Context: an optimization exercise on an open-source flow, tuned for small area, a short achievable clock period and few clock cycles. The choices shown serve that exercise and are no tape-out recipe.
Function was checked by simulation only, so behaviour that the tests miss may differ from the original.
Power is estimated from default activity; no workload was simulated.

<file path="config.mk">
export PLATFORM = sky130hd
export DESIGN_NAME = qr_decode
export DESIGN_NICKNAME = qr_decode
export VERILOG_FILES = /design/flow/design.v
export SDC_FILE = /design/flow/constraint.sdc
export NUM_CORES = 4
export LEC_CHECK = 0
export CAP_MARGIN = 20
export CORE_MARGIN = 2
export CORE_UTILIZATION = 40
export SLEW_MARGIN = 20
</file>
<file path="design.v">
module qr_decode(
    input clk,
    input srstn,
    input qr_decode_start,
    input sram_rdata,
    output [11:0] sram_raddr,
    output reg decode_valid,
    output reg [7:0] decode_jis8_code,
    output reg qr_decode_finish
  );
  reg [4:0] r, c;       
  reg R1, R2;           
  reg [2:0] m;          
  reg [2:0] b;          
  reg [4:0] nb;         
  reg hdr;              
  assign sram_raddr = {1'b0, r, 1'b0, c};
  wire fmt = ~c[4] & ~c[3];
  wire up = c[1];
  wire at_top = c[4] ? (~r[4] & ~r[2] & ~r[1]) : ~(r[4] | r[3] | r[2] | r[1] | r[0]);   
  wire at_bot = r[4] & r[3];                                                           
  wire turn = c[0] & (up ? at_top : at_bot);
  wire sk6 = ~r[4] & ~r[3] & r[2] & r[0] & ~(r[1] ^ up);                  
  wire al_up = c[4] & ~c[2] & up & r[4] & ~r[3] & r[2] & ~r[1] & r[0];     
  wire al_dn = c[4] & ~c[2] & ~up & ~r[4] & r[3] & r[2] & r[1] & r[0];    
  wire al = al_up | al_dn;
  wire x = sk6 | al;
  wire [3:0] d = r[3:0] ^ {4{up}};
  wire t1 = d[0], t2 = d[1] & d[0], t3 = d[2] & t2, t4 = d[3] & t3;      
  wire [4:0] rt = {t4 | al, t3 | al, t2 & ~x, t1 | x, ~x};                
  wire rowmove = ~fmt & c[0] & ~turn;
  wire [4:0] frow = {{4{fmt & c[2]}}, 1'b0};                                
  wire [4:0] nr = r ^ (rowmove ? rt : frow);
  wire alc = ~c[4] & c[3] & c[2] & c[1] & c[0] & r[4] & ~r[3] & ~(r[2] & r[1]) & (r[2] | r[1] | r[0]);
  wire hold = c[0] & (turn | alc);
  wire [3:1] e = c[3:1] ^ {3{~c[0]}};
  wire [4:0] tc = {e[3] & e[2] & e[1], e[2] & e[1], e[1], 1'b1, 1'b1};   
  wire [4:0] tf = c[2] ? 5'b11100 : c[0] ? 5'b00111 : {4'b0, qr_decode_start};
  wire [4:0] tcol = fmt ? tf : hold ? {4'b0, ~alc} : tc;
  wire [4:0] nc = c ^ tcol;
  wire R0 = ~R1 & ~R2;
  wire rdn = up ^ sk6;
  wire nR1 = fmt ? (R1 | c[2]) : (rowmove & ~al) ? (rdn ? R2 : R0) : R1;
  wire nR2 = fmt ? R2 & ~c[2] : (rowmove & ~al) ? (rdn ? R0 : R1) : R2;
  wire C0 = (~c[0] & ~c[1] & c[3]) | (~c[0] & c[1] & ~c[2]) | (c[0] & c[1] & c[2] & ~c[4]) | (c[0] & ~c[1] & c[2] & ~c[3]);
  wire C1 = (c[0] & ~c[1] & c[3]) | (~c[0] & c[1] & c[2] & c[4]) | (c[0] & c[1] & ~c[2] & c[4]) | (~c[0] & ~c[1] & ~c[2] & ~c[3]);
  wire C2 = ~C0 & ~C1;
  wire C3o = (c[1] & c[2] & ~c[3]) | (~c[1] & ~c[2] & ~c[3]) | (c[0] & c[1] & c[3]) | (c[0] & ~c[1] & ~c[3]);   
  wire a = r[0] & c[0];
  wire s = r[0] ^ c[0];
  wire q0 = R0 | C0;
  wire q1 = (R1 & C1) | (R2 & C2);
  wire z3 = (R0 & C0) | (R1 & C2) | (R2 & C1);
  reg mk;
  always @* begin
    case (m ^ 3'b101)
      3'd0: mk = ~s;
      3'd1: mk = ~r[0];
      3'd2: mk = C0;
      3'd3: mk = z3;
      3'd4: mk = ~(r[1] ^ C3o);
      3'd5: mk = ~a & q0;
      3'd6: mk = ~(a ^ q1);
      default: mk = ~(s ^ q1);
    endcase
  end
  wire bit_in = sram_rdata ^ mk;
  wire last_bit = (b == 3'd7);
  always @(posedge clk) begin
    if (~srstn) begin
      r <= 5'd8;
      c <= 5'd2;
      R1 <= 1'b0;
      R2 <= 1'b1;
      hdr <= 1'b1;
      decode_valid <= 1'b0;
      qr_decode_finish <= 1'b0;
    end else begin
      r <= nr;
      c <= nc;
      R1 <= nR1;
      R2 <= nR2;
      if (~fmt && last_bit) hdr <= 1'b0;
      decode_valid <= ~hdr & last_bit;
      qr_decode_finish <= ~hdr & ((last_bit & (nb == 5'd1)) | (nb == 5'd0));
    end
    if (fmt) m <= {m[1:0], sram_rdata};
    b <= fmt ? 3'd0 : b + 3'd1;
    if (hdr) nb <= {decode_jis8_code[3:0], bit_in};
    else if (last_bit) nb <= nb - 5'd1;
    decode_jis8_code <= {decode_jis8_code[6:0], bit_in};
  end
endmodule
</file>
<file path="constraint.sdc">
create_clock -name core_clock -period 9.0 [get_ports {clk}]
set_input_delay 1.8000 -clock core_clock [delete_from_list [all_inputs] [get_ports {clk}]]
set_output_delay 1.8000 -clock core_clock [all_outputs]
set_load 0.01 [all_outputs]
</file>
<file path="flow/run.sh">
#!/bin/bash
# ORFS layout of the design with three changes to how it is made (the
# constraints are unchanged):
#  - synthesis maps the logic with an area-oriented ABC script and without
#    half/full-adder extraction (registers are mapped exactly as before);
#  - ports are buffered with buf_2 instead of the slow delay buffer;
#  - timing repair aims for more setup slack than the clock period needs.
set -euo pipefail
rm -rf myscripts
cp -r "$FLOW_HOME/scripts" myscripts
printf 'strash\ndch -f\namap\ntopo\n' > myscripts/abc_speed.script
export SCRIPTS_DIR="$PWD/myscripts"
export ADDER_MAP_FILE=
export BUFFER_PORTS_ARGS="-buffer_cell sky130_fd_sc_hd__buf_2"
export SETUP_SLACK_MARGIN=6.0
bash standard.sh > standard.log 2>&1
</file>
<file path="standard.sh">
#!/bin/bash
# synth_recipe.tcl (not shown) runs the flow's synth.tcl, then flattens the netlist and writes it again
# the make line also repeats each setting of config.mk as NAME=value (left out here)
make -C /OpenROAD-flow-scripts/flow DESIGN_CONFIG=/design/flow/config.mk WORK_HOME=/design/flow/orfs CLKGATE_MAP_FILE= SYNTH_SCRIPT=/design/flow/synth_recipe.tcl "${@:-finish}"
</file>
==> flow_summary_export.csv, run 1 <==
group,metric,value,unit
finish,nNetsFinal,243,
finish,num_antenna_cells,0,
drt,vias_per_cell,5.44,
placed_design,gp_congestion,0.869,
drt,drt_iter0_drc,86,
cts,htreeDepth,2,
yosys,ys_seq_elements,34,
cts,numCtsBuffers,5,
die,die_x,68.6,um
sta,hold_viol,0,
drt,dr.pass1.iters,4,
min_path,hold_class,"flop to flop",
critical_path,arrival,960,ps
finish,fillers,416,
yosys,syn_avg_cell_area,7.96,um^2
placed_design,dp_hpwl,2860,um
power,finalPower,816,uW
critical_path,rr_worst_depth,13,
drt,drc,0,
global_routing,grt_pass1_vias,1445,
die,ios,26,
global_routing,gr-usage-all-layers,19.1,%
finish,final_cell_mix,"clkinv_1, nor2_1, dfxtp_1, buf_2",
critical_path,rrSetupSlack,6300,ps
min_path,hp-start,"decode_jis8_code[4]",
global_routing,antenna_found_initial,0,
global_routing,grt_pass1_wl,6670,um
sta,report.final.slew_viol_count,0,
min_path,holdPathStages,0,
finish,drive_above_1_share,18.3,%
critical_path,end_kind,"output port",
critical_path,critPathRequiredTime,7200,ps
sta,tns,0,ps
drt,drt-met1-wl,2040,um
cts,clock_tree.root_cell,"clkbuf_8",
drt,ant_nets,0,
cts,clkTransAtPathRegs,70,ps
drt,wl_met2,1690,um
critical_path,critPathMaxFanout,7,
sta,period_needed,2760,ps
die,die-area,4710,um^2
cts,clock_path_buffers,2,
power,p_leak,0.721,nW
drt,drt-total-wl,3960,um
die,start_util,41.8,%
die,row_count,23,
critical_path,crit_path_end,"sram_raddr[3]",
power,vdd_drop_max,0.176,mV
sta,fin_crit_sh,30.7,%
finish,area_growth,17.8,%
job,maxCapViolations,0,
drt,met3WireLength,191,um
drt,wl_per_cell,13.6,um
finish,seq_area,767,um^2
drt,top_layer_used,"met4",
critical_path,rr_startpoint,"c[1]",
critical_path,setup.worst_path.class,"flop to output port",
critical_path,critical-path-top-delay-family,"flip-flops",
yosys,synth_cells,210,
finish,multi_input_area,805,um^2
critical_path,cpMaxStageDelayCell,"dfxtp_1",
run_status,run_status,"timing/DRC/antenna clean",
cts,clkLatencyLatePin,280,ps
die,die_h,68.6,um
critical_path,worst-path-stages,1,
power,powerDensity,414,nW/um^2
yosys,seq_area_frac_synth,45.5,%
yosys,synth-warning-count,1,
cts,cts.sinks,34,
critical_path,r2r_end,"nb[0]",
sta,rsz0062_at_grt,"no",
sta,setup_viol,0,
placed_design,portBuffers,23,
critical_path,path_cells,"buf_2",
global_routing,grt_max_degree,15,
yosys,syn-cell-area,1670,um^2
sta,worstMarginPinSlew,654,ps
sta,slew_headroom,56.4,%
critical_path,cp-start-kind,"flop",
sta,fin_worst_skew,6.37,ps
die,core,4000,um^2
global_routing,grt_overflow,0,
drt,via_count,1579,
critical_path,cpPeakStageDelay,490,ps
cts,cts_tree,"yes",
sta,fmax,362,MHz
cts,hold_buffers,0,
critical_path,critical_path.n_buffers_inverters,1,
yosys,yosysUniqueCellTypes,34,
critical_path,worstSetupStartpoint,"c[3]",
## flip-flops by register name (all words and copies together) (netlist names)
register,count
R1,1
b,3
nb,5
R2,1
m,3
r,5
decode_jis8_code,8
c,5
decode_valid,1
hdr,1
qr_decode_finish,1
## repair_timing
item                                   in CTS  in global routing
setup endpoints to repair                   3                  4
resized for setup                           3                 13
endpoints found under the hold margin       0                  0
pin swaps                                   0                  1
setup buffers                               0                  1
## report_power, final
| group | total, mW | switching [mW] | internal (mW) |
|---|---|---|---|
| Clock | 0.106 | 0.0528 | 0.0535 |
| Combinational | 0.399 | 0.246 | 0.153 |
| Sequential | 0.311 | 0.0765 | 0.234 |
## metrics by stage
step	util, %	setup WS (ps)	instances	instance area (um^2)	hold slack (ps)
after floorplan	-	6390	211	1680	382
after global placement	45.8	5960	281	1830	333
after CTS	47.9	6020	289	1920	350
after detailed placement	45.8	5980	281	1830	333
final	49.2	6240	290	1970	348
after global routing	49.2	6010	290	1970	359
## cells by family (layout without fill, tap and decap cells)
family	Yosys count	in the layout	synth area share, %
other cells	1	2	0.224
buf+inv	36	65	8.76
flops	34	34	45.5
simple gates	69	69	17.9
compound gates	70	70	27.6
## synthesized netlist by cell type
library cell / count / share of area (%)
a311oi_1: 1 / 0.52
dfxtp_1: 26 / 31
o21ai_0: 18 / 5.4
or3_1: 2 / 0.75
a2111oi_0: 2 / 1.0
clkinv_1: 33 / 7.4
o22a_1: 1 / 0.52
nor2b_1: 1 / 0.37
nand4_1: 1 / 0.37
a31o_1: 1 / 0.52
nand4b_1: 1 / 0.52
a221oi_1: 3 / 1.6
nor3_1: 10 / 3.0
o22ai_1: 7 / 2.6
a222oi_1: 1 / 0.60
o221ai_1: 4 / 2.1
o41ai_1: 1 / 0.52
a21oi_1: 11 / 3.3
edfxtp_1: 8 / 14
o31ai_1: 2 / 0.90
a211oi_1: 6 / 2.7
and2_0: 1 / 0.37
nor2_1: 31 / 7.0
o32ai_1: 3 / 1.6
o21a_1: 2 / 0.90
a22oi_1: 1 / 0.45
a31oi_1: 4 / 1.5
o211ai_1: 2 / 0.90
buf_4: 3 / 1.3
nor4_1: 1 / 0.37
conb_1: 1 / 0.22
or4_1: 1 / 0.45
nand3_1: 3 / 0.90
nand2_1: 17 / 3.8
## how the worst min path moves through the flow
stage                                     end  slack (ps)
after floorplan           decode_jis8_code[5]         380
after CTS                 decode_jis8_code[5]         350
after global routing      decode_jis8_code[5]         360
after global placement    decode_jis8_code[5]         330
after detailed placement  decode_jis8_code[5]         330
final                     decode_jis8_code[5]         350
## layer usage
metal  track usage (%)  vias up
li1                  -      823
met1              28.2      712
met2              26.4       40
met3              5.03        4
met4              7.00        0
met5                 0        -
## area by class of cell
cell class | count | area share (%)
Clock buffer | 6 | 3.68
Clock inverter | 2 | 0.508
Inverter | 33 | 6.61
Multi-Input combinational cell | 141 | 40.9
Sequential cell | 34 | 38.9
Tap cell | 50 | 3.18
Timing Repair Buffer | 24 | 6.23
Testbench counts, summed over its fixed seeds: cycles 16,184.
==> inputs of run 2 (changes only) <==
--- a/flow/run.sh
+++ b/flow/run.sh
@@ -13,4 +13,4 @@
 export ADDER_MAP_FILE=
 export BUFFER_PORTS_ARGS="-buffer_cell sky130_fd_sc_hd__buf_2"
-export SETUP_SLACK_MARGIN=6.0
+export SETUP_SLACK_MARGIN=6.25
 bash standard.sh > standard.log 2>&1
==> flow_summary_export.csv, run 2 <==
group,metric,value,unit
run_status,run_status,"timing/DRC/antenna clean",
yosys,ys.flop_type,"dfxtp_1",
sta,hold_viol,0,
critical_path,path_cells,"buf_2",
placed_design,portBuffers,23,
finish,area_growth,19.4,%
die,row_count,23,
yosys,syn-cell-area,1670,um^2
placed_design,dp_hpwl,2860,um
cts,numCtsBuffers,5,
cts,cts.sinks,34,
die,die-area,4710,um^2
cts,cts_tree,"yes",
drt,dr.pass1.iters,4,
power,vdd_drop_max,0.181,mV
sta,fin_crit_sh,29.6,%
yosys,async_flop_share,0,%
power,p_leak,0.731,nW
yosys,yosysTopAreaCellShare,31.1,%
yosys,synth_area_leaders,"dfxtp_1, edfxtp_1, clkinv_1",
yosys,synth_edf_count,8,
yosys,synth_cells,210,
sta,slew_headroom,58.2,%
finish,finalNonFillerCells,290,
critical_path,critical-path-top-delay-family,"flip-flops",
die,start_util,41.8,%
cts,htreeDepth,2,
sta,report.final.slew_viol_count,0,
finish,regMostFlops,"decode_jis8_code",
finish,drive_above_1_share,23.3,%
yosys,synth_top_area_cell,"dfxtp_1",
global_routing,gr-usage-all-layers,19.2,%
critical_path,critical_path.n_buffers_inverters,1,
sta,rsz0062_at_grt,"yes",
sta,tns,0,ps
power,finalPower,832,uW
die,die_h,68.6,um
global_routing,grt_pass1_wl,6690,um
yosys,synth_most_common_cell,"clkinv_1",
finish,nNetsFinal,243,
placed_design,dp.cells,281,
power,powerDensity,417,nW/um^2
critical_path,arrival,860,ps
finish,fin_util,49.9,%
sta,period_needed,2660,ps
finish,num_antenna_cells,0,
finish,layout_commonest_cell,"nor2_1",
die,die_x,68.6,um
critical_path,cpMaxStageDelayCell,"dfxtp_4",
cts,clkLatencyLatePin,280,ps
die,ios,26,
cts,clock_tree.root_cell,"clkbuf_8",
drt,drc,0,
drt,ant_nets,0,
critical_path,critPathRequiredTime,7200,ps
global_routing,grt_overflow,0,
global_routing,antenna_found_initial,0,
finish,final_cell_mix,"nor2_1, clkinv_1, buf_2",
yosys,yosysUniqueCellTypes,34,
cts,clkTransAtPathRegs,70,ps
placed_design,gp_congestion,0.869,
drt,via_count,1614,
drt,drt-total-wl,3990,um
yosys,ys_seq_elements,34,
drt,wl_per_cell,13.8,um
drt,drt_iter0_drc,98,
finish,finalInstanceArea,2000,um^2
cts,clock_path_buffers,2,
yosys,seq_area_frac_synth,45.5,%
job,maxCapViolations,0,
critical_path,critPathMaxFanout,13,
sta,setup_viol,0,
finish,largest_reg_flops,8,
critical_path,setup.worst_path.class,"flop to output port",
global_routing,grt_max_degree,15,
critical_path,end_kind,"output port",
sta,worstMarginPinSlew,627,ps
die,core,4000,um^2
yosys,synth_common_cells,"clkinv_1, nor2_1, dfxtp_1",
critical_path,cpPeakStageDelay,430,ps
yosys,synth-warning-count,1,
cts,hold_buffers,0,
sta,fin_worst_skew,7.65,ps
yosys,syn_avg_cell_area,7.96,um^2
min_path,hold_class,"flop to flop",
drt,vias_per_cell,5.57,
placed_design,place_area,1830,um^2
critical_path,cp-start-kind,"flop",
sta,fmax,375,MHz
global_routing,grt_pass1_vias,1450,
run 2: cell count changes in the layout (fill, tap and decap cells not counted), moves of 2 or more:
cell      previous run  this run
clkinv_1            30        25
dfxtp_2              2         4
dfxtp_1             23        19
inv_2                0         4
dfxtp_4              1         3
run 2: final timing paths:
kind              cells past startpoint           startpoint                   to  slack, ps
hold reg to reg                       0  decode_jis8_code[4]  decode_jis8_code[5]        350
setup reg to reg                     14                 c[0]                nb[0]       6370
hold / removal                        0  decode_jis8_code[4]  decode_jis8_code[5]        350
setup / recovery                      1                 c[1]        sram_raddr[1]       6340
run 2: where the power goes:
group	total (mW)	internal (mW)	switching [mW]	leakage, nW
logic	0.411	0.158	0.252	0.384
registers	0.315	0.237	0.0778	0.302
clock network	0.106	0.0535	0.0526	0.0450
total	0.832	0.449	0.383	0.731
run 2: cell families (layout without fill, tap and decap cells):
family	after synthesis	after routing	synth area share (%)
AO/OA/AOI/OAI	70	70	27.6
buffers and inverters	36	65	8.76
flip-flops	34	34	45.5
other	1	2	0.224
AND/OR/NAND/NOR	69	69	17.9
run 2: routing by layer:
layer  up-vias  part of all wire, %  track usage, %
met5         -                    0               0
met1       741                   50            28.2
met2        47                   44            26.6
li1        824                    -               -
met4         0                 0.65            7.00
met3         2                  5.9            5.03
run 2: timing repair:
item                       in CTS  in global routing
gates resized for setup         9                 22
setup endpoints to repair       7                 12
setup buffers                   0                  1
gates cloned                    0                  0
pin swaps                       0                  3
run 2: through the flow:
step | worst slack [ps] | hold slack, ps
floorplan | 6390 | 382
global placement | 5960 | 333
CTS | 6220 | 350
finish | 6340 | 348
global route | 6170 | 359
detailed placement | 5980 | 333
run 2: final cells by class:
class	count	area, um^2
inverter	33	131
fill	414	2000
multi-input combinational	141	820
timing repair buffer	24	123
clock inverter	2	10.0
tap	50	62.6
sequential	34	777
clock buffer	6	72.6
==> inputs of run 3 (changes only) <==
--- a/flow/run.sh
+++ b/flow/run.sh
@@ -13,4 +13,4 @@
 export ADDER_MAP_FILE=
 export BUFFER_PORTS_ARGS="-buffer_cell sky130_fd_sc_hd__buf_2"
-export SETUP_SLACK_MARGIN=6.25
+export SETUP_SLACK_MARGIN=6.35
 bash standard.sh > standard.log 2>&1
==> flow_summary_export.csv, run 3 <==
group,metric,value,unit
run_status,run_status,"timing/DRC/antenna clean",
yosys,seq_area_frac_synth,45.5,%
finish,drive_above_1_share,28.5,%
sta,fin_worst_skew,7.30,ps
global_routing,antenna_found_initial,0,
die,start_util,41.8,%
finish,largest_reg_flops,8,
drt,drt_iter0_drc,119,
critical_path,critical_path.n_buffers_inverters,1,
global_routing,grt.busiest_layer,"met2",
cts,clock_path_buffers,2,
sta,hold_viol,0,
yosys,syn-cell-area,1670,um^2
drt,vias_per_cell,5.56,
cts,cts_tree,"yes",
yosys,yosysUniqueCellTypes,34,
global_routing,grt_pass1_vias,1484,
finish,area_growth,25.4,%
sta,tns,0,ps
die,row_count,23,
cts,clkTransAtPathRegs,70,ps
critical_path,setup.worst_path.class,"flop to output port",
die,die_x,68.6,um
sta,slew_headroom,58.0,%
drt,ant_nets,0,
critical_path,cpPeakStageDelay,420,ps
sta,period_needed,2650,ps
global_routing,grt.met2_usage,29.7,%
critical_path,cpMaxStageDelayCell,"dfxtp_4",
job,maxCapViolations,0,
finish,layout_commonest_cell,"nor2_1",
drt,via_count,1645,
critical_path,end_kind,"output port",
drt,drt-total-wl,4230,um
finish,num_antenna_cells,0,
finish,final_cell_mix,"nor2_1, clkinv_1, buf_2",
placed_design,dp.cells,281,
sta,worst_hold_slack,348,ps
sta,report.final.slew_viol_count,0,
critical_path,arrival,850,ps
finish,finalNonFillerCells,296,
global_routing,gr-usage-all-layers,20.2,%
placed_design,gp_congestion,0.869,
global_routing,grt_overflow,0,
sta,fmax,377,MHz
yosys,yosysTopAreaCellShare,31.1,%
cts,hold_buffers,0,
yosys,ys_seq_elements,34,
yosys,syn_avg_cell_area,7.96,um^2
yosys,synth_top_area_cell,"dfxtp_1",
critical_path,critPathRequiredTime,7200,ps
yosys,synth_common_cells,"clkinv_1, nor2_1, dfxtp_1",
critical_path,critPathMaxFanout,6,
yosys,synth_cells,210,
drt,drc,0,
critical_path,path_cells,"buf_2",
placed_design,dp_hpwl,2860,um
die,die-area,4710,um^2
sta,rsz0062_at_grt,"yes",
cts,clock_tree.root_cell,"clkbuf_8",
yosys,ys.flop_type,"dfxtp_1",
cts,numCtsBuffers,5,
power,vdd_drop_max,0.186,mV
drt,dr.pass1.iters,4,
yosys,async_flop_share,0,%
critical_path,cp-start-kind,"flop",
yosys,synth-warning-count,1,
cts,cts.sinks,34,
finish,nNetsFinal,249,
global_routing,grt_max_degree,15,
sta,fin_crit_sh,29.5,%
sta,setup_viol,0,
die,ios,26,
global_routing,grt_pass1_wl,6980,um
power,p_leak,0.791,nW
power,powerDensity,418,nW/um^2
power,finalPower,876,uW
critical_path,critical-path-top-delay-family,"flip-flops",
cts,htreeDepth,2,
cts,clkLatencyLatePin,280,ps
min_path,hold_class,"flop to flop",
die,die_h,68.6,um
placed_design,portBuffers,23,
die,core,4000,um^2
yosys,synth_area_leaders,"dfxtp_1, edfxtp_1, clkinv_1",
global_routing,use_met1,28.5,%
yosys,synth_edf_count,8,
global_routing,met3_usage,5.19,%
sta,worstMarginPinSlew,621,ps
finish,fin_util,52.4,%
finish,regMostFlops,"decode_jis8_code",
yosys,synth_most_common_cell,"clkinv_1",
drt,wl_per_cell,14.3,um
==> run 3: cell types whose count changed in the layout (fill, tap and decap cells not counted), sizes merged <==
| cell | change |
|---|---|
| clkinv | -2 |
| inv | +3 |
| dlymetal6s2s | +1 |
| clkinvlp | -1 |
| buf | +5 |
==> run 3: kinds of logic after synthesis <==
kind of cell           Yosys count  synth area share [%]
AO/OA/AOI/OAI                   70                  27.6
buffers and inverters           36                  8.76
flip-flops                      34                  45.5
other                            1                 0.224
AND/OR/NAND/NOR                 69                  17.9
==> run 3: through the flow <==
step | worst slack [ps] | instance area [um^2]
floorplan | 6390 | 1680
global placement | 5960 | 1830
detailed placement | 5980 | 1830
CTS | 6260 | 1980
global route | 6300 | 2100
finish | 6350 | 2100
==> run 3: power by group <==
part / internal, mW / switching [mW]
logic: 0.178 / 0.270
registers: 0.242 / 0.0796
clock network: 0.0535 / 0.0525
total: 0.474 / 0.402
==> run 3: timing repair <==
item	in CTS	in global routing
endpoints found under the setup margin	15	17
pin swaps	1	4
buffers inserted	3	4
resized for setup	22	29
gates cloned	0	0
==> run 3: per-layer routing <==
| metal | up-vias | routed length [um] |
|---|---|---|
| li1 | 836 | - |
| met1 | 750 | 2030 |
| met2 | 55 | 1920 |
| met3 | 4 | 243 |
| met4 | 0 | 40 |
| met5 | - | 0 |
==> run 3: path summary, 6_finish.rpt <==
check / from / slack [ps] / depth (start not counted) / end
worst min register to register: decode_jis8_code[4] / 350 / 0 / decode_jis8_code[5]
worst max-delay path: c[0] / 6350 / 1 / sram_raddr[0]
worst min-delay path: decode_jis8_code[4] / 350 / 0 / decode_jis8_code[5]
worst max register to register: c[0] / 6500 / 14 / nb[0]
==> run 3: layout make-up <==
class                      count  area [um^2]
sequential                    34          791
timing repair buffer          30          179
fill                         403         1900
clock inverter                 2         10.0
inverter                      33          138
clock buffer                   6         72.6
tap                           50         62.6
multi-input combinational    141          843
==> inputs of run 4 (changes only) <==
--- a/flow/run.sh
+++ b/flow/run.sh
@@ -13,4 +13,4 @@
 export ADDER_MAP_FILE=
 export BUFFER_PORTS_ARGS="-buffer_cell sky130_fd_sc_hd__buf_2"
-export SETUP_SLACK_MARGIN=6.35
+export SETUP_SLACK_MARGIN=6.3
 bash standard.sh > standard.log 2>&1
--- a/config.mk
+++ b/config.mk
@@ -8,4 +8,4 @@
 export CAP_MARGIN = 20
 export CORE_MARGIN = 2
-export CORE_UTILIZATION = 40
+export CORE_UTILIZATION = 75
 export SLEW_MARGIN = 20
==> flow_summary_export.csv, run 4 <==
group,metric,value,unit
die,die_x,51.2,um
yosys,yosysUniqueCellTypes,34,
die,start_util,77.8,%
yosys,synth_cells,210,
die,die_h,51.2,um
cts,clock_tree.root_cell,"clkbuf_4",
die,ios,26,
placed_design,place_ws,5890,ps
placed_design,portBuffers,23,
placed_design,dp.cells,259,
placed_design,dp_hpwl,3100,um
sta,worst-ep-kind,"sequential cell input",
yosys,yosysTopAreaCellShare,31.1,%
run_status,error_line,"[ERROR DPL-0038] Utilization greater than 100%, impossible to legalize",
placed_design,place_area,1800,um^2
yosys,syn-cell-area,1670,um^2
global_routing,grt_max_degree,15,
yosys,synth_top_area_cell,"dfxtp_1",
yosys,synth_edf_count,8,
yosys,ys.flop_type,"dfxtp_1",
cts,clock_path_buffers,2,
yosys,seq_area_frac_synth,45.5,%
yosys,async_flop_share,0,%
yosys,synth_area_leaders,"dfxtp_1, edfxtp_1, clkinv_1",
yosys,synth-warning-count,1,
cts,htreeDepth,2,
sta,repair-timing-grt-worst-ep,"nb[0]$_DFFE_PP_/D",
die,row_count,17,
yosys,ys_seq_elements,34,
run_status,run_status,"aborted with a tool error",
yosys,synth_common_cells,"clkinv_1, nor2_1, dfxtp_1",
cts,cts.sinks,34,
yosys,syn_avg_cell_area,7.96,um^2
placed_design,gp_congestion,0.948,
yosys,synth_most_common_cell,"clkinv_1",
run_status,lastStage,"global routing (5_1_grt)",
cts,numCtsBuffers,5,
==> run 4: cell counts after synthesis <==
No cell type changed its count.
==> run 4: power by group through the flow <==
stage	sequential [mW]	combinational (mW)	clock, mW
floorplan	0.310	0.258	0
global placement	0.304	0.355	0
detailed placement	0.310	0.377	0
CTS	0.312	0.414	0.0815
==> run 4: worst max path at each step <==
stage,startpoint,cells past startpoint,to,slack (ps)
after global placement,srstn,5,qr_decode_finish,6090
after CTS,c[0],13,nb[0],6300
after floorplan,c[0],14,nb[0],6390
after detailed placement,c[1],14,nb[0],5890
==> run 4: cells by family after synthesis <==
group,synth area share (%)
compound gates,27.6
buf+inv,8.76
flops,45.5
other cells,0.224
simple gates,17.9
==> run 4: metrics by stage <==
stage          power [mW]  hold WS [ps]
2_1_floorplan       0.568           382
3_5_place_dp        0.687           336
3_3_place_gp        0.659           338
4_1_cts             0.808           355
==> run 4: what timing repair did <==
action,4_1_cts
resized for setup,21
buffers inserted,7
setup endpoints to repair,11
hold endpoints to repair,0
hold buffers,0
pin swaps,0
==> inputs of run 5 (changes only) <==
--- a/config.mk
+++ b/config.mk
@@ -8,4 +8,4 @@
 export CAP_MARGIN = 20
 export CORE_MARGIN = 2
-export CORE_UTILIZATION = 75
+export CORE_UTILIZATION = 60
 export SLEW_MARGIN = 20
==> flow_summary_export.csv, run 5 <==
group,metric,value,unit
die,die-area,3220,um^2
sta,report.final.slew_viol_count,0,
yosys,async_flop_share,0,%
sta,hold_viol,0,
cts,cts_tree,"yes",
yosys,synth_top_area_cell,"dfxtp_1",
min_path,hp-start,"decode_jis8_code[4]",
placed_design,dp.cells,262,
placed_design,portBuffers,23,
global_routing,use_met1,36.6,%
drt,vias_per_cell,6.43,
critical_path,critPathRequiredTime,9100,ps
die,row_count,19,
yosys,seq_area_frac_synth,45.5,%
global_routing,met3_usage,7.37,%
global_routing,gr-usage-all-layers,29.0,%
finish,nNetsFinal,257,
critical_path,rr_worst_depth,14,
yosys,ys.flop_type,"dfxtp_1",
finish,fillers,198,
cts,clkLatencyLatePin,340,ps
cts,clock_path_buffers,2,
sta,fin_crit_sh,30.2,%
sta,fin_worst_skew,14.1,ps
global_routing,grt_pass1_vias,1613,
min_path,holdPathStages,0,
cts,htreeDepth,2,
cts,clock_tree.root_cell,"clkbuf_4",
min_path,holdPathEnd,"decode_jis8_code[5]",
cts,clkTransAtPathRegs,110,ps
critical_path,rrSetupSlack,6290,ps
cts,hold_buffers,0,
global_routing,grt_pass1_wl,7260,um
placed_design,gp_congestion,0.917,
min_path,hold_class,"flop to flop",
critical_path,cp-start-kind,"flop",
critical_path,setup.worst_path.class,"flop to flop",
yosys,syn-cell-area,1670,um^2
cts,numCtsBuffers,5,
die,die_x,56.8,um
placed_design,dp_hpwl,2970,um
sta,rsz0062_at_grt,"yes",
power,powerDensity,431,nW/um^2
global_routing,grt.busiest_layer,"met2",
drt,drt_iter0_drc,127,
sta,period_needed,2710,ps
critical_path,rr_startpoint,"c[0]",
die,core,2710,um^2
die,die_h,56.8,um
global_routing,grt_overflow,0,
finish,drive_above_1_share,29.5,%
global_routing,antenna_found_initial,0,
run_status,run_status,"timing/DRC/antenna clean",
sta,slew_headroom,55.7,%
global_routing,grt.met2_usage,46.3,%
yosys,syn_avg_cell_area,7.96,um^2
yosys,yosysUniqueCellTypes,34,
die,start_util,61.7,%
yosys,synth_cells,210,
cts,cts.sinks,34,
yosys,synth_area_leaders,"dfxtp_1, edfxtp_1, clkinv_1",
finish,layout_commonest_cell,"nor2_1",
power,vdd_drop_max,0.346,mV
yosys,synth_most_common_cell,"clkinv_1",
critical_path,end_kind,"flop",
die,ios,26,
yosys,ys_seq_elements,34,
drt,ant_nets,0,
power,p_leak,0.799,nW
finish,final_cell_mix,"nor2_1, clkinv_1, buf_2",
finish,area_growth,25.4,%
finish,num_antenna_cells,0,
yosys,synth-warning-count,1,
yosys,synth_edf_count,8,
drt,drt-total-wl,4660,um
finish,regMostFlops,"decode_jis8_code",
finish,largest_reg_flops,8,
yosys,yosysTopAreaCellShare,31.1,%
sta,fmax,368,MHz
sta,worstMarginPinSlew,663,ps
critical_path,critPathMaxFanout,6,
drt,via_count,1833,
drt,drc,0,
job,maxCapViolations,0,
drt,wl_per_cell,16.4,um
drt,dr.pass1.iters,5,
yosys,synth_common_cells,"clkinv_1, nor2_1, dfxtp_1",
critical_path,arrival,2810,ps
sta,setup_viol,0,
global_routing,grt_max_degree,15,
sta,tns,0,ps
critical_path,r2r_end,"nb[0]",
sta,worst_hold_slack,335,ps
finish,finalNonFillerCells,285,
[run 5: cell counts after synthesis]
Identical to the previous run, type by type.
[run 5: how the worst max path moves through the flow]
stage | start | endpoint | slack [ps] | cells past startpoint
global route | c[0] | nb[0] | 6160 | 14
finish | c[0] | nb[0] | 6290 | 14
detailed placement | srstn | qr_decode_finish | 6010 | 5
global placement | srstn | qr_decode_finish | 6050 | 5
CTS | c[0] | nb[0] | 6230 | 13
floorplan | c[0] | nb[0] | 6390 | 14
[run 5: per-layer routing]
metal / wire length (um) / share of wire, %
met5: 0 / 0
met4: 201 / 4.3
met3: 448 / 9.6
met2: 2220 / 48
met1: 1790 / 38
[run 5: final cells by class]
| cell class | instances | area [um^2] | share of cell area [%] |
|---|---|---|---|
| multi-input combinational | 141 | 812 | 38.7 |
| sequential | 34 | 795 | 37.9 |
| tap | 31 | 38.8 | 1.85 |
| timing repair buffer | 38 | 231 | 11.0 |
| clock inverter | 1 | 30.0 | 1.43 |
| clock buffer | 7 | 55.1 | 2.63 |
| inverter | 33 | 134 | 6.39 |
[run 5: kinds of logic after synthesis]
logic type             synth area share (%)
AOI/OAI and AO/OA                      27.6
DFF                                    45.5
buffers and inverters                  8.76
and+or+nand+nor                        17.9
other                                 0.224
[run 5: per-stage QoR]
stage	util, %	power, mW	cell area, um^2	setup WS (ps)
2_1_floorplan	-	0.568	1680	6390
3_5_place_dp	66.7	0.681	1810	6010
6_report	77.3	0.904	2100	6290
3_3_place_gp	66.7	0.670	1810	6050
5_1_grt	77.3	0.966	2100	6160
4_1_cts	72.8	0.831	1970	6230
[run 5: repair_timing]
item | in CTS | in global routing
setup buffers | 5 | 10
endpoints found under the setup margin | 12 | 19
pin swaps | 1 | 2
gates resized for setup | 21 | 22
[run 5: worst max-delay path, cell delays in order, from the launching register on]
cell	delay, ps
dfxtp_4	390
nor2_2	140
inv_2	80
o32ai_2	280
a31o_1	200
nor2_2	60
buf_4	140
a222oi_1	320
nor2_1	80
a311oi_1	210
o21ai_1	80
o31ai_1	130
nor2_1	130
a21oi_2	150
o22ai_1	80
[run 5: power by group]
group          leakage (nW)  internal (mW)  switching [mW]  total [mW]
clock network        0.0455         0.0663          0.0507       0.117
logic                 0.448          0.189           0.281       0.470
registers             0.305          0.243          0.0739       0.317
total                 0.799          0.498           0.405       0.904
==> inputs of run 6 (changes only) <==
--- a/config.mk
+++ b/config.mk
@@ -8,4 +8,4 @@
 export CAP_MARGIN = 20
 export CORE_MARGIN = 2
-export CORE_UTILIZATION = 60
+export CORE_UTILIZATION = 30
 export SLEW_MARGIN = 20
==> flow_summary_export.csv, run 6 <==
group,metric,value,unit
power,pwr-share-clk,13.9,%
power,cellInternalPower,454,uW
sta,fin_crit_sh,29.9,%
finish,area_growth,21.9,%
placed_design,gp_congestion,0.925,
critical_path,end_kind,"output port",
cts,clock_tree.root_cell,"clkbuf_8",
global_routing,grt_pass1_wl,6590,um
yosys,synth_common_cells,"clkinv_1, nor2_1, dfxtp_1",
die,die_h,78.6,um
cts,cts.sinks,34,
global_routing,grt.met2_usage,19.6,%
critical_path,cpPeakStageDelay,450,ps
critical_path,rrSetupSlack,6480,ps
sta,fmax,372,MHz
yosys,synth_edf_count,8,
critical_path,crit_path_end,"sram_raddr[1]",
yosys,yosysUniqueCellTypes,34,
placed_design,portBuffers,23,
power,vdd_drop_max,0.114,mV
yosys,seq_area_frac_synth,45.5,%
yosys,ys_seq_elements,34,
power,seqPwrFrac,38.2,%
global_routing,gr-usage-all-layers,13.1,%
sta,layout_setup_ws,6310,ps
global_routing,grt.busiest_layer,"met2",
yosys,synth-warning-count,1,
cts,clkTransAtPathRegs,80,ps
drt,drt-total-wl,3940,um
drt,ant_nets,0,
critical_path,cpMaxStageDelayCell,"dfxtp_4",
global_routing,use_met1,18.4,%
drt,drt_iter0_drc,101,
finish,nNetsFinal,244,
sta,worstMarginPinSlew,643,ps
die,core,5440,um^2
die,row_count,27,
yosys,synth_cells,210,
critical_path,critPathRequiredTime,7200,ps
drt,wl_per_cell,12.6,um
critical_path,cp-start-kind,"flop",
cts,cts_tree,"yes",
die,die-area,6190,um^2
global_routing,met3_usage,1.84,%
yosys,syn-cell-area,1670,um^2
power,powerDensity,410,nW/um^2
cts,clkLatencyLatePin,280,ps
finish,regMostFlops,"decode_jis8_code",
sta,hold_viol,0,
sta,fin_worst_skew,8.68,ps
yosys,async_flop_share,0,%
drt,dr.pass1.iters,4,
sta,rsz0062_at_grt,"yes",
cts,htreeDepth,2,
critical_path,setup.worst_path.class,"flop to output port",
critical_path,arrival,890,ps
sta,tns,0,ps
finish,multi_input_area,806,um^2
finish,largest_reg_flops,8,
critical_path,r2r_end,"nb[0]",
global_routing,grt_max_degree,15,
critical_path,worst-path-stages,1,
critical_path,rr_startpoint,"c[0]",
sta,slew_headroom,57.1,%
finish,fillers,562,
critical_path,critical-path-top-delay-family,"flip-flops",
die,ios,26,
sta,report.final.slew_viol_count,0,
power,swShare,45.7,%
yosys,ys.flop_type,"dfxtp_1",
power,p_sw,382,uW
finish,layout_commonest_cell,"nor2_1",
power,power_frac_comb,47.8,%
finish,finalNonFillerCells,313,
die,die_x,78.6,um
critical_path,critical_path.n_buffers_inverters,1,
sta,setup_viol,0,
cts,clock_path_buffers,2,
finish,drive_above_1_share,23.2,%
cts,numCtsBuffers,5,
drt,vias_per_cell,5.12,
global_routing,antenna_found_initial,0,
sta,period_needed,2690,ps
critical_path,path_cells,"buf_2",
placed_design,dp_hpwl,2840,um
run_status,run_status,"timing/DRC/antenna clean",
global_routing,grt_overflow,0,
drt,drc,0,
yosys,yosysTopAreaCellShare,31.1,%
yosys,synth_most_common_cell,"clkinv_1",
drt,via_count,1602,
min_path,hold_class,"flop to flop",
job,maxCapViolations,0,
die,start_util,30.7,%
yosys,synth_area_leaders,"dfxtp_1, edfxtp_1, clkinv_1",
critical_path,critPathMaxFanout,13,
yosys,syn_avg_cell_area,7.96,um^2
global_routing,grt_pass1_vias,1445,
critical_path,worstSetupStartpoint,"c[1]",
finish,final_cell_mix,"nor2_1, clkinv_1, buf_2",
finish,num_antenna_cells,0,
yosys,synth_top_area_cell,"dfxtp_1",
power,p_leak,0.731,nW
finish,seq_area,777,um^2
placed_design,dp.cells,303,
critical_path,rr_worst_depth,14,
placed_design,place_ws,6000,ps
run 6: cell type report:
cell class / instances / area share, %
clock buffers: 6 / 4.05
clock inverters: 2 / 0.614
inverters: 33 / 6.82
multi-input cells: 141 / 39.6
flip-flops and latches: 34 / 38.1
well taps: 72 / 4.42
repair buffers: 25 / 6.39
run 6: logic make-up after synthesis:
| logic type | after synthesis | share of synthesized area [%] |
|---|---|---|
| simple gates | 69 | 17.9 |
| other cells | 1 | 0.224 |
| compound gates | 70 | 27.6 |
| flops | 34 | 45.5 |
| buf+inv | 36 | 8.76 |
run 6: worst min-delay path by stage:
stage | to | startpoint | depth (start not counted)
finish | decode_jis8_code[6] | decode_jis8_code[5] | 0
global route | decode_jis8_code[6] | decode_jis8_code[5] | 0
CTS | decode_jis8_code[6] | decode_jis8_code[5] | 0
detailed placement | decode_jis8_code[6] | decode_jis8_code[5] | 0
global placement | decode_jis8_code[7] | decode_jis8_code[6] | 0
floorplan | decode_jis8_code[5] | decode_jis8_code[4] | 0
run 6: stage by stage:
stage	power [mW]	hold slack, ps	cell area, um^2	util [%]
3_3_place_gp	0.676	329	1860	34.2
3_5_place_dp	0.676	337	1860	34.2
6_report	0.836	351	2040	37.5
5_1_grt	0.910	361	2040	37.5
4_1_cts	0.798	353	1970	36.2
2_1_floorplan	0.568	382	1680	-
run 6: timing repair:
action	4_1_cts	5_1_grt
buffers inserted	0	2
endpoints found under the setup margin	11	8
gates resized for setup	10	21
pin swaps	0	5
hold buffers	0	0
run 6: power by group through the flow:
stage | clock (mW) | combinational, mW | sequential, mW
final | 0.116 | 0.400 | 0.320
after global routing | 0.124 | 0.454 | 0.332
after floorplan | 0 | 0.258 | 0.310
after detailed placement | 0 | 0.366 | 0.310
after CTS | 0.118 | 0.369 | 0.311
after global placement | 0 | 0.368 | 0.309
run 6: layer usage:
metal	part of all wire, %	vias up
met2	46	37
met3	4.2	7
li1	-	836
met1	48	722
met4	1.9	0
met5	0	-
==> inputs of run 7 (changes only) <==
--- a/config.mk
+++ b/config.mk
@@ -8,4 +8,5 @@
 export CAP_MARGIN = 20
 export CORE_MARGIN = 2
-export CORE_UTILIZATION = 30
+export CORE_UTILIZATION = 40
+export CTS_BUF_LIST = sky130_fd_sc_hd__clkbuf_4
 export SLEW_MARGIN = 20
==> flow_summary_export.csv, run 7 <==
group,metric,value,unit
drt,wl_per_cell,13.8,um
run_status,run_status,"timing/DRC/antenna clean",
sta,fin_crit_sh,30.0,%
yosys,ys.flop_type,"dfxtp_1",
placed_design,portBuffers,23,
die,die_x,68.6,um
yosys,synth_edf_count,8,
job,maxCapViolations,0,
drt,ant_nets,0,
critical_path,critical_path.n_buffers_inverters,1,
sta,worstMarginPinSlew,639,ps
power,vdd_drop_max,0.195,mV
finish,drive_above_1_share,30.3,%
critical_path,critPathMaxFanout,8,
power,powerDensity,412,nW/um^2
global_routing,grt_overflow,0,
cts,hold_buffers,0,
critical_path,rr_startpoint,"c[0]",
global_routing,gr-usage-all-layers,19.7,%
yosys,ys_seq_elements,34,
critical_path,end_kind,"output port",
finish,layout_commonest_cell,"nor2_1",
finish,largest_reg_flops,8,
cts,cts.sinks,34,
finish,nNetsFinal,254,
cts,numCtsBuffers,5,
placed_design,gp_congestion,0.869,
yosys,synth_area_leaders,"dfxtp_1, edfxtp_1, clkinv_1",
cts,clkLatencyLatePin,340,ps
drt,drc,0,
sta,period_needed,2700,ps
sta,tns,0,ps
cts,clock_path_buffers,2,
yosys,async_flop_share,0,%
finish,final_cell_mix,"nor2_1, clkinv_1, buf_2",
critical_path,worstSetupStartpoint,"c[0]",
critical_path,critPathRequiredTime,7200,ps
yosys,synth-warning-count,1,
global_routing,grt_pass1_wl,6840,um
cts,htreeDepth,2,
drt,vias_per_cell,5.50,
min_path,hp-start,"decode_jis8_code[4]",
sta,report.final.slew_viol_count,0,
critical_path,cpPeakStageDelay,430,ps
die,ios,26,
drt,drt_iter0_drc,97,
cts,cts_tree,"yes",
power,p_leak,0.793,nW
critical_path,setup.worst_path.class,"flop to output port",
die,die-area,4710,um^2
yosys,yosysUniqueCellTypes,34,
critical_path,cpMaxStageDelayCell,"dfxtp_4",
drt,via_count,1655,
finish,regMostFlops,"decode_jis8_code",
global_routing,grt_pass1_vias,1492,
yosys,seq_area_frac_synth,45.5,%
finish,fillers,396,
drt,drt-total-wl,4170,um
yosys,synth_cells,210,
sta,worst_hold_slack,354,ps
yosys,syn_avg_cell_area,7.96,um^2
sta,slew_headroom,57.4,%
sta,setup_viol,0,
finish,fin_util,52.7,%
sta,fin_worst_skew,13.2,ps
yosys,synth_most_common_cell,"clkinv_1",
die,start_util,41.8,%
finish,area_growth,26.2,%
critical_path,arrival,900,ps
yosys,yosysTopAreaCellShare,31.1,%
critical_path,critical-path-top-delay-family,"flip-flops",
placed_design,dp_hpwl,2860,um
yosys,syn-cell-area,1670,um^2
global_routing,antenna_found_initial,0,
cts,clock_tree.root_cell,"clkbuf_4",
power,finalPower,870,uW
global_routing,grt_max_degree,15,
cts,clkTransAtPathRegs,110,ps
sta,fmax,370,MHz
finish,multi_input_area,851,um^2
die,core,4000,um^2
critical_path,cp-start-kind,"flop",
min_path,hold_class,"flop to flop",
die,die_h,68.6,um
die,row_count,23,
sta,rsz0062_at_grt,"yes",
critical_path,path_cells,"buf_2",
sta,hold_viol,0,
yosys,synth_common_cells,"clkinv_1, nor2_1, dfxtp_1",
finish,num_antenna_cells,0,
finish,seq_area,793,um^2
drt,dr.pass1.iters,4,
yosys,synth_top_area_cell,"dfxtp_1",
==> run 7: logic make-up after synthesis <==
family | count (synthesis) | synth area share [%]
buffers and inverters | 36 | 8.76
DFF | 34 | 45.5
and+or+nand+nor | 69 | 17.9
AOI/OAI and AO/OA | 70 | 27.6
other | 1 | 0.224
==> run 7: layout make-up <==
| cell class | instances | area share (%) |
|---|---|---|
| Tap cell | 50 | 2.97 |
| Timing Repair Buffer | 35 | 10.0 |
| Inverter | 33 | 6.47 |
| Multi-Input combinational cell | 141 | 40.3 |
| Clock inverter | 2 | 0.474 |
| Sequential cell | 34 | 37.6 |
| Clock buffer | 6 | 2.14 |
==> run 7: path summary, 6_finish.rpt <==
kind | cells past startpoint | slack, ps | endpoint
min reg2reg | 0 | 350 | decode_jis8_code[5]
max reg2reg | 13 | 6400 | nb[0]
min | 0 | 350 | decode_jis8_code[5]
max | 1 | 6300 | sram_raddr[0]
==> run 7: power breakdown <==
| group | total [mW] | switching, mW | internal, mW |
|---|---|---|---|
| combinational | 0.475 | 0.281 | 0.194 |
| clock | 0.0833 | 0.0505 | 0.0328 |
| sequential | 0.311 | 0.0696 | 0.242 |
| total | 0.870 | 0.401 | 0.469 |
==> run 7: metal layers <==
metal  vias to the layer above  global-route usage [%]  routed length [um]
li1                        854                       -                   -
met1                       756                    28.5                2060
met2                        38                    27.4                1860
met3                         7                    5.19                 184
met4                         0                    8.00                  63
met5                         -                       0                   0
==> run 7: through the flow <==
step                setup slack (ps)  cells  instance area (um^2)
floorplan                       6390    211                  1680
global placement                5960    281                  1830
detailed placement              5980    281                  1830
CTS                             6220    294                  1950
global route                    6220    301                  2110
finish                          6300    301                  2110
==> run 7: what timing repair did <==
action | CTS | global route
setup buffers | 5 | 7
hold endpoints to repair | 0 | 0
cloned | 0 | 0
pin swaps | 0 | 6
gates resized for setup | 17 | 33
endpoints found under the setup margin | 13 | 18
==> inputs of run 8 (changes only) <==
--- a/config.mk
+++ b/config.mk
@@ -9,4 +9,3 @@
 export CORE_MARGIN = 2
 export CORE_UTILIZATION = 40
-export CTS_BUF_LIST = sky130_fd_sc_hd__clkbuf_4
 export SLEW_MARGIN = 20
==> flow_summary_export.csv, run 8 <==
group,metric,value,unit
critical_path,cpMaxStageDelayCell,"dfxtp_2",
finish,nNetsFinal,244,
drt,met3WireLength,194,um
global_routing,gr-usage-all-layers,19.2,%
cts,clock_tree.root_cell,"clkbuf_8",
yosys,syn_avg_cell_area,7.96,um^2
die,die_h,68.6,um
finish,area_growth,21.0,%
min_path,hp-start,"decode_jis8_code[4]",
finish,num_antenna_cells,0,
critical_path,setup.worst_path.class,"flop to output port",
global_routing,grt_pass1_vias,1448,
yosys,synth_common_cells,"clkinv_1, nor2_1, dfxtp_1",
min_path,holdPathStages,0,
yosys,ys.flop_type,"dfxtp_1",
yosys,yosysUniqueCellTypes,34,
cts,numCtsBuffers,5,
sta,fmax,376,MHz
yosys,synth-warning-count,1,
run_status,run_status,"timing/DRC/antenna clean",
die,row_count,23,
drt,wl_met2,1720,um
critical_path,critical_path.n_buffers_inverters,1,
finish,largest_reg_flops,8,
global_routing,grt_max_degree,15,
cts,cts_tree,"yes",
power,p_leak,0.735,nW
finish,finalNonFillerCells,291,
yosys,seq_area_frac_synth,45.5,%
drt,wl_per_cell,13.6,um
yosys,ys_seq_elements,34,
drt,drt-total-wl,3970,um
global_routing,grt_overflow,0,
die,die-area,4710,um^2
sta,report.final.slew_viol_count,0,
drt,vias_per_cell,5.48,
placed_design,portBuffers,23,
min_path,hold_class,"flop to flop",
critical_path,cpPeakStageDelay,420,ps
critical_path,path_cells,"buf_2",
critical_path,rr_startpoint,"c[0]",
yosys,synth_top_area_cell,"dfxtp_1",
critical_path,end_kind,"output port",
drt,drt_iter0_drc,99,
drt,top_layer_used,"met4",
cts,htreeDepth,2,
power,powerDensity,416,nW/um^2
yosys,synth_area_leaders,"dfxtp_1, edfxtp_1, clkinv_1",
cts,clkTransAtPathRegs,70,ps
sta,period_needed,2660,ps
critical_path,rr_worst_depth,13,
sta,worstMarginPinSlew,637,ps
cts,clkLatencyLatePin,280,ps
global_routing,antenna_found_initial,0,
critical_path,critPathRequiredTime,7200,ps
yosys,synth_most_common_cell,"clkinv_1",
job,maxCapViolations,0,
yosys,synth_cells,210,
finish,layout_commonest_cell,"nor2_1",
sta,slew_headroom,57.5,%
cts,hold_buffers,0,
cts,cts.sinks,34,
drt,drt-met1-wl,2010,um
drt,drc,0,
yosys,syn-cell-area,1670,um^2
sta,rsz0062_at_grt,"yes",
sta,fin_crit_sh,29.6,%
sta,setup_viol,0,
critical_path,critPathMaxFanout,7,
yosys,async_flop_share,0,%
critical_path,rrSetupSlack,6470,ps
die,ios,26,
sta,hold_viol,0,
finish,regMostFlops,"decode_jis8_code",
critical_path,arrival,860,ps
critical_path,critical-path-top-delay-family,"flip-flops",
sta,tns,0,ps
placed_design,dp_hpwl,2860,um
sta,fin_worst_skew,6.36,ps
placed_design,gp_congestion,0.869,
drt,ant_nets,0,
placed_design,dp.cells,281,
die,core,4000,um^2
drt,dr.pass1.iters,4,
die,die_x,68.6,um
die,start_util,41.8,%
min_path,holdPathEnd,"decode_jis8_code[5]",
drt,via_count,1594,
global_routing,grt_pass1_wl,6700,um
finish,final_cell_mix,"nor2_1, clkinv_1, buf_2",
critical_path,cp-start-kind,"flop",
cts,clock_path_buffers,2,
critical_path,r2r_end,"nb[0]",
power,vdd_drop_max,0.180,mV
finish,drive_above_1_share,24.9,%
yosys,synth_edf_count,8,
yosys,yosysTopAreaCellShare,31.1,%
==> run 8: cell counts after synthesis <==
Identical to the previous run, type by type.
==> run 8: layer usage <==
| layer | up-vias | global-route usage [%] |
|---|---|---|
| li1 | 828 | - |
| met1 | 730 | 28.5 |
| met2 | 31 | 26.4 |
| met3 | 5 | 5.03 |
| met4 | 0 | 7.00 |
| met5 | - | 0 |
==> run 8: per-stage QoR <==
step	util, %	power (mW)	hold slack, ps	setup WS [ps]	instance area (um^2)
2_1_floorplan	-	0.568	382	6390	1680
3_3_place_gp	45.8	0.680	333	5960	1830
3_5_place_dp	45.8	0.675	333	5980	1830
4_1_cts	48.4	0.794	350	6240	1940
5_1_grt	50.5	0.920	359	6240	2020
6_report	50.5	0.841	348	6340	2020
==> run 8: cell type report <==
type	instances	area, um^2
clock inverters	2	10.0
repair buffers	25	130
multi-input cells	141	836
well taps	50	62.6
inverters	33	133
fillers	408	1980
flip-flops and latches	34	778
clock buffers	6	72.6
==> run 8: timing repair <==
action,in CTS,in global routing
setup buffers,0,2
endpoints found under the setup margin,12,10
resized for setup,14,22
pin swaps,0,3
==> run 8: cell families (layout without fill, tap and decap cells) <==
logic type | Yosys count | after routing | synth area share (%)
buffers and inverters | 36 | 66 | 8.76
other | 1 | 2 | 0.224
flip-flops | 34 | 34 | 45.5
AND/OR/NAND/NOR | 69 | 69 | 17.9
AO/OA/AOI/OAI | 70 | 70 | 27.6
==> run 8: worst max-delay path by stage <==
stage,start,endpoint,depth (start not counted)
2_1_floorplan,c[0],nb[0],14
3_3_place_gp,c[1],r[4],11
3_5_place_dp,c[1],r[4],11
4_1_cts,c[1],nb[0],13
5_1_grt,r[0],nb[0],12
6_report,r[0],sram_raddr[6],1
==> run 8: report_power, final <==
group	total [mW]	leakage, nW	internal, mW	switching [mW]
clock network	0.107	0.0450	0.0535	0.0530
registers	0.316	0.303	0.238	0.0778
logic	0.419	0.387	0.162	0.256
==> inputs of run 9 (changes only) <==
--- a/flow/run.sh
+++ b/flow/run.sh
@@ -13,4 +13,4 @@
 export ADDER_MAP_FILE=
 export BUFFER_PORTS_ARGS="-buffer_cell sky130_fd_sc_hd__buf_2"
-export SETUP_SLACK_MARGIN=6.3
+export SETUP_SLACK_MARGIN=5.5
 bash standard.sh > standard.log 2>&1
==> flow_summary_export.csv, run 9 <==
group,metric,value,unit
cts,htreeDepth,2,
die,core,4000,um^2
yosys,ys.flop_type,"dfxtp_1",
global_routing,grt_max_degree,15,
finish,area_growth,14.8,%
global_routing,grt_pass1_wl,6630,um
drt,drt-total-wl,3880,um
global_routing,gr-usage-all-layers,19.0,%
min_path,hold_class,"flop to flop",
drt,drc,0,
critical_path,worstSetupStartpoint,"c[0]",
critical_path,critPathMaxFanout,9,
power,powerDensity,410,nW/um^2
sta,worstMarginPinSlew,1010,ps
critical_path,end_kind,"flop",
cts,clkLatencyLatePin,280,ps
placed_design,place_ws,5980,ps
critical_path,rrSetupSlack,5990,ps
global_routing,grt_overflow,0,
sta,hold_viol,0,
sta,fin_worst_skew,6.70,ps
yosys,yosysTopAreaCellShare,31.1,%
finish,nNetsFinal,242,
finish,largest_reg_flops,8,
die,start_util,41.8,%
yosys,synth-warning-count,1,
die,row_count,23,
cts,cts_setup_buffers,0,
yosys,synth_area_leaders,"dfxtp_1, edfxtp_1, clkinv_1",
die,die_h,68.6,um
cts,clkTransAtPathRegs,70,ps
sta,period_needed,3010,ps
finish,final_cell_mix,"clkinv_1, nor2_1, dfxtp_1",
finish,drive_above_1_share,13.4,%
yosys,synth_most_common_cell,"clkinv_1",
yosys,seq_area_frac_synth,45.5,%
yosys,synth_top_area_cell,"dfxtp_1",
yosys,syn-cell-area,1670,um^2
yosys,yosysUniqueCellTypes,34,
drt,vias_per_cell,5.38,
die,die_x,68.6,um
placed_design,dp.cells,281,
drt,ant_nets,0,
run_status,run_status,"timing/DRC/antenna clean",
cts,cts_tree,"yes",
min_path,hp-start,"decode_jis8_code[4]",
finish,regMostFlops,"decode_jis8_code",
finish,fillers,420,
drt,drt_iter0_drc,71,
critical_path,cp-start-kind,"flop",
sta,tns,0,ps
yosys,synth_cells,210,
sta,rsz0062_at_grt,"no",
critical_path,critPathRequiredTime,9030,ps
yosys,synth_edf_count,8,
cts,numCtsBuffers,5,
sta,report.final.slew_viol_count,0,
placed_design,gp_congestion,0.869,
die,die-area,4710,um^2
finish,num_antenna_cells,0,
power,vdd_drop_max,0.177,mV
yosys,ys_seq_elements,34,
sta,fmax,332,MHz
job,maxCapViolations,0,
sta,fin_crit_sh,33.5,%
critical_path,rr_startpoint,"c[0]",
global_routing,antenna_found_initial,0,
critical_path,arrival,3040,ps
sta,slew_headroom,32.4,%
cts,clock_path_buffers,2,
yosys,async_flop_share,0,%
yosys,synth_common_cells,"clkinv_1, nor2_1, dfxtp_1",
drt,dr.pass1.iters,4,
drt,via_count,1556,
sta,setup_viol,0,
placed_design,dp_hpwl,2860,um
global_routing,grt_pass1_vias,1423,
critical_path,setup.worst_path.class,"flop to flop",
drt,wl_per_cell,13.4,um
cts,hold_buffers,0,
cts,cts.sinks,34,
cts,clock_tree.root_cell,"clkbuf_8",
die,ios,26,
critical_path,rr_worst_depth,14,
sta,layout_setup_ws,5990,ps
placed_design,portBuffers,23,
yosys,syn_avg_cell_area,7.96,um^2
power,p_leak,0.702,nW
finish,fin_util,48.0,%
finish,layout_commonest_cell,"clkinv_1",
cts,cts-resized-gates,0,
min_path,holdPathStages,0,
finish,finalNonFillerCells,289,
[run 9: cell counts after synthesis]
Identical to the previous run, type by type.
[run 9: cell type report]
class / count / area (um^2) / share of cell area [%]
multi-input combinational: 141 / 769 / 40.1
inverter: 33 / 128 / 6.65
clock buffer: 6 / 72.6 / 3.78
timing repair buffer: 23 / 115 / 6.00
tap: 50 / 62.6 / 3.26
clock inverter: 2 / 10.0 / 0.522
sequential: 34 / 762 / 39.7
[run 9: cell families after synthesis]
logic type	synth area share (%)
DFF	45.5
and+or+nand+nor	17.9
buffers and inverters	8.76
other	0.224
AOI/OAI and AO/OA	27.6
[run 9: through the flow]
step / power (mW) / hold slack, ps / area, um^2
detailed placement: 0.675 / 333 / 1830
finish: 0.787 / 348 / 1920
floorplan: 0.568 / 382 / 1680
CTS: 0.784 / 350 / 1910
global placement: 0.680 / 333 / 1830
global route: 0.868 / 359 / 1920
[run 9: final timing paths]
path,end
setup / recovery,nb[0]
hold / removal,decode_jis8_code[5]
setup reg to reg,nb[0]
hold reg to reg,decode_jis8_code[5]
[run 9: critical path: stages (launching register included)]
cell	delay (ps)
dfxtp_1	480
clkinv_1	290
nor2_1	210
a21oi_1	70
clkinv_1	70
a31o_1	190
nor2_1	70
a22oi_1	300
a221oi_1	150
a2111oi_1	330
o21ai_0	150
o31ai_1	110
nor2_1	70
a21oi_1	180
o22ai_1	90
[run 9: per-layer routing]
metal  part of all wire (%)  up-vias  GRT usage, %  wire [um]
li1                       -      825             -          -
met1                     52      696          28.2       2030
met2                     42       30          26.6       1630
met3                    4.5        5          5.03        174
met4                    1.2        0          6.00         46
met5                      0        -             0          0
[run 9: power breakdown]
group	internal (mW)	switching [mW]
Combinational	0.141	0.232
Clock	0.0535	0.0532
Sequential	0.233	0.0744
Total	0.427	0.360
==> inputs of run 10 (changes only) <==
--- a/flow/run.sh
+++ b/flow/run.sh
@@ -13,4 +13,4 @@
 export ADDER_MAP_FILE=
 export BUFFER_PORTS_ARGS="-buffer_cell sky130_fd_sc_hd__buf_2"
-export SETUP_SLACK_MARGIN=5.5
+export SETUP_SLACK_MARGIN=0
 bash standard.sh > standard.log 2>&1
==> flow_summary_export.csv, run 10 <==
group,metric,value,unit
power,pwr-share-clk,13.6,%
finish,final_cell_mix,"clkinv_1, nor2_1, dfxtp_1",
sta,fmax,315,MHz
cts,cts-resized-gates,0,
drt,drt-total-wl,3890,um
sta,rsz0062_at_grt,"no",
min_path,holdPathStages,0,
global_routing,grt_pass1_vias,1423,
power,p_leak,0.705,nW
critical_path,critical_path.n_buffers_inverters,2,
die,core,4000,um^2
critical_path,end_kind,"flop",
critical_path,cpMaxStageDelayCell,"dfxtp_1",
cts,clkTransAtPathRegs,70,ps
finish,nNetsFinal,242,
critical_path,path_cells,"clkinv_1 -> nand2_1 -> o32ai_1 -> a31o_1 -> nor2_1 -> a22oi_1 -> clkinv_1 -> a221oi_1 -> a2111oi_0 -> o21ai_0 -> o31ai_1 -> nor2_1 -> a21oi_1 -> o22ai_1",
die,die_x,68.6,um
critical_path,worst-path-stages,14,
yosys,synth_common_cells,"clkinv_1, nor2_1, dfxtp_1",
yosys,syn-cell-area,1670,um^2
sta,layout_setup_ws,5830,ps
power,seqPwrFrac,38.9,%
critical_path,rr_startpoint,"c[1]",
yosys,synth_area_leaders,"dfxtp_1, edfxtp_1, clkinv_1",
cts,htreeDepth,2,
placed_design,gp_congestion,0.869,
job,maxCapViolations,0,
finish,layout_commonest_cell,"clkinv_1",
sta,period_needed,3170,ps
yosys,seq_area_frac_synth,45.5,%
die,ios,26,
power,p_sw,359,uW
finish,largest_reg_flops,8,
critical_path,cp-start-kind,"flop",
critical_path,r2r_end,"nb[0]",
placed_design,dp_hpwl,2860,um
yosys,yosysUniqueCellTypes,34,
run_status,run_status,"timing/DRC/antenna clean",
min_path,hp-start,"decode_jis8_code[4]",
yosys,ys.flop_type,"dfxtp_1",
critical_path,rrSetupSlack,5830,ps
drt,drc,0,
sta,fin_crit_sh,35.3,%
power,powerDensity,410,nW/um^2
sta,setup_viol,0,
power,vdd_drop_max,0.171,mV
sta,tns,0,ps
yosys,yosysTopAreaCellShare,31.1,%
cts,clkLatencyLatePin,280,ps
yosys,synth_edf_count,8,
yosys,synth_most_common_cell,"clkinv_1",
power,finalPower,784,uW
critical_path,arrival,3200,ps
critical_path,cpPeakStageDelay,600,ps
sta,report.final.slew_viol_count,0,
drt,drt_iter0_drc,77,
sta,slew_headroom,30.6,%
global_routing,antenna_found_initial,0,
cts,numCtsBuffers,5,
finish,finalNonFillerCells,289,
cts,clock_path_buffers,2,
finish,regMostFlops,"decode_jis8_code",
min_path,holdPathEnd,"decode_jis8_code[5]",
die,row_count,23,
global_routing,gr-usage-all-layers,19.0,%
drt,wl_per_cell,13.5,um
cts,cts_tree,"yes",
placed_design,portBuffers,23,
drt,ant_nets,0,
global_routing,grt_pass1_wl,6630,um
critical_path,critPathRequiredTime,9030,ps
die,start_util,41.8,%
critical_path,critical-path-top-delay-family,"compound AO/OA/AOI/OAI gates",
yosys,syn_avg_cell_area,7.96,um^2
min_path,hold_class,"flop to flop",
die,die_h,68.6,um
placed_design,place_ws,5980,ps
cts,cts_setup_buffers,0,
yosys,ys_seq_elements,34,
critical_path,critPathMaxFanout,13,
drt,vias_per_cell,5.43,
sta,worstMarginPinSlew,1040,ps
global_routing,grt_overflow,0,
finish,num_antenna_cells,0,
cts,clock_tree.root_cell,"clkbuf_8",
yosys,synth-warning-count,1,
placed_design,dp.cells,281,
cts,cts.sinks,34,
drt,via_count,1569,
power,cellInternalPower,426,uW
critical_path,setup.worst_path.class,"flop to flop",
finish,drive_above_1_share,12.6,%
critical_path,rr_worst_depth,14,
sta,hold_viol,0,
yosys,async_flop_share,0,%
yosys,synth_top_area_cell,"dfxtp_1",
cts,hold_buffers,0,
global_routing,grt_max_degree,15,
yosys,synth_cells,210,
power,swShare,45.7,%
die,die-area,4710,um^2
drt,dr.pass1.iters,4,
sta,fin_worst_skew,6.63,ps
power,power_frac_comb,47.5,%
finish,area_growth,14.4,%
==> run 10: cell counts after synthesis <==
No cell type changed its count.
==> run 10: routing by layer <==
layer  part of all wire [%]  global-route usage [%]
met4                    1.2                    6.00
met3                    5.1                    5.03
met1                     52                    28.2
met2                     42                    26.6
met5                      0                       0
==> run 10: worst max-delay path by stage <==
stage | start | end | slack (ps)
4_1_cts | c[1] | nb[0] | 5870
3_5_place_dp | c[1] | r[4] | 5980
3_3_place_gp | c[1] | r[4] | 5960
2_1_floorplan | c[0] | nb[0] | 6390
5_1_grt | c[1] | nb[0] | 5340
6_report | c[1] | nb[0] | 5830
==> run 10: logic make-up after synthesis <==
| logic type | count (synthesis) | share of synthesized area, % |
|---|---|---|
| other | 1 | 0.224 |
| buffers and inverters | 36 | 8.76 |
| AOI/OAI and AO/OA | 70 | 27.6 |
| DFF | 34 | 45.5 |
| and+or+nand+nor | 69 | 17.9 |
==> run 10: power groups by stage <==
stage	Clock, mW	Sequential (mW)	Combinational (mW)
floorplan	0	0.310	0.258
global placement	0	0.309	0.372
detailed placement	0	0.308	0.368
CTS	0.109	0.304	0.371
global route	0.116	0.321	0.428
finish	0.106	0.305	0.373
==> run 10: through the flow <==
step / area (um^2) / utilization [%] / hold WS, ps
after floorplan: 1680 / - / 382
after global placement: 1830 / 45.8 / 333
after detailed placement: 1830 / 45.8 / 333
after CTS: 1910 / 47.8 / 350
after global routing: 1910 / 47.8 / 359
final: 1910 / 47.8 / 348
==> run 10: area by class of cell <==
| type | instances | area (um^2) |
|---|---|---|
| fill | 421 | 2090 |
| tap | 50 | 62.6 |
| clock buffer | 6 | 72.6 |
| clock inverter | 2 | 10.0 |
| sequential | 34 | 761 |
| timing repair buffer | 23 | 115 |
| multi-input combinational | 141 | 768 |
| inverter | 33 | 124 |

## re-timing with driven ports
How much do the figures lean on ideal ports? The routed layouts below were timed once more, with nothing changed but the port constraints. Step 1 sets driving cells, clkbuf_16 on the clock port and buf_2 on the other inputs (assumed; they add their load-dependent delay and slew). Step 2 also shifts input and output timing later by t, the mid clock arrival at the registers, as if the neighbouring blocks saw the same clock. a / b / c = no drivers / after step 1 / after step 2; a / b = the first two.
| run | t, ns | setup slack, ns | hold slack, ns | cell pins on the clock port's net |
|---|---|---|---|---|
| run 1 | 0.306 | 6.237 / 6.210 / 6.033 | 0.348 / 0.348 / 0.348 | 1 |
| run 2 | 0.306 | 6.335 / 6.308 / 6.104 | 0.348 / 0.348 / 0.348 | 1 |
| run 3 | 0.306 | 6.349 / 6.322 / 6.190 | 0.348 / 0.348 / 0.348 | 1 |
| run 5 | 0.358 | 6.286 / 6.286 / 6.054 | 0.335 / 0.335 / 0.335 | 1 |
| run 6 | 0.308 | 6.311 / 6.282 / 6.260 | 0.351 / 0.351 / 0.351 | 1 |
| run 7 | 0.353 | 6.296 / 6.272 / 6.150 | 0.354 / 0.354 / 0.354 | 1 |
| run 8 | 0.307 | 6.340 / 6.313 / 6.108 | 0.348 / 0.348 / 0.348 | 1 |
| run 9 | 0.307 | 5.989 / 5.989 / 5.989 | 0.348 / 0.348 / 0.348 | 1 |
| run 10 | 0.307 | 5.827 / 5.827 / 5.827 | 0.348 / 0.348 / 0.348 | 1 |
After both steps every run listed still meets setup and hold.
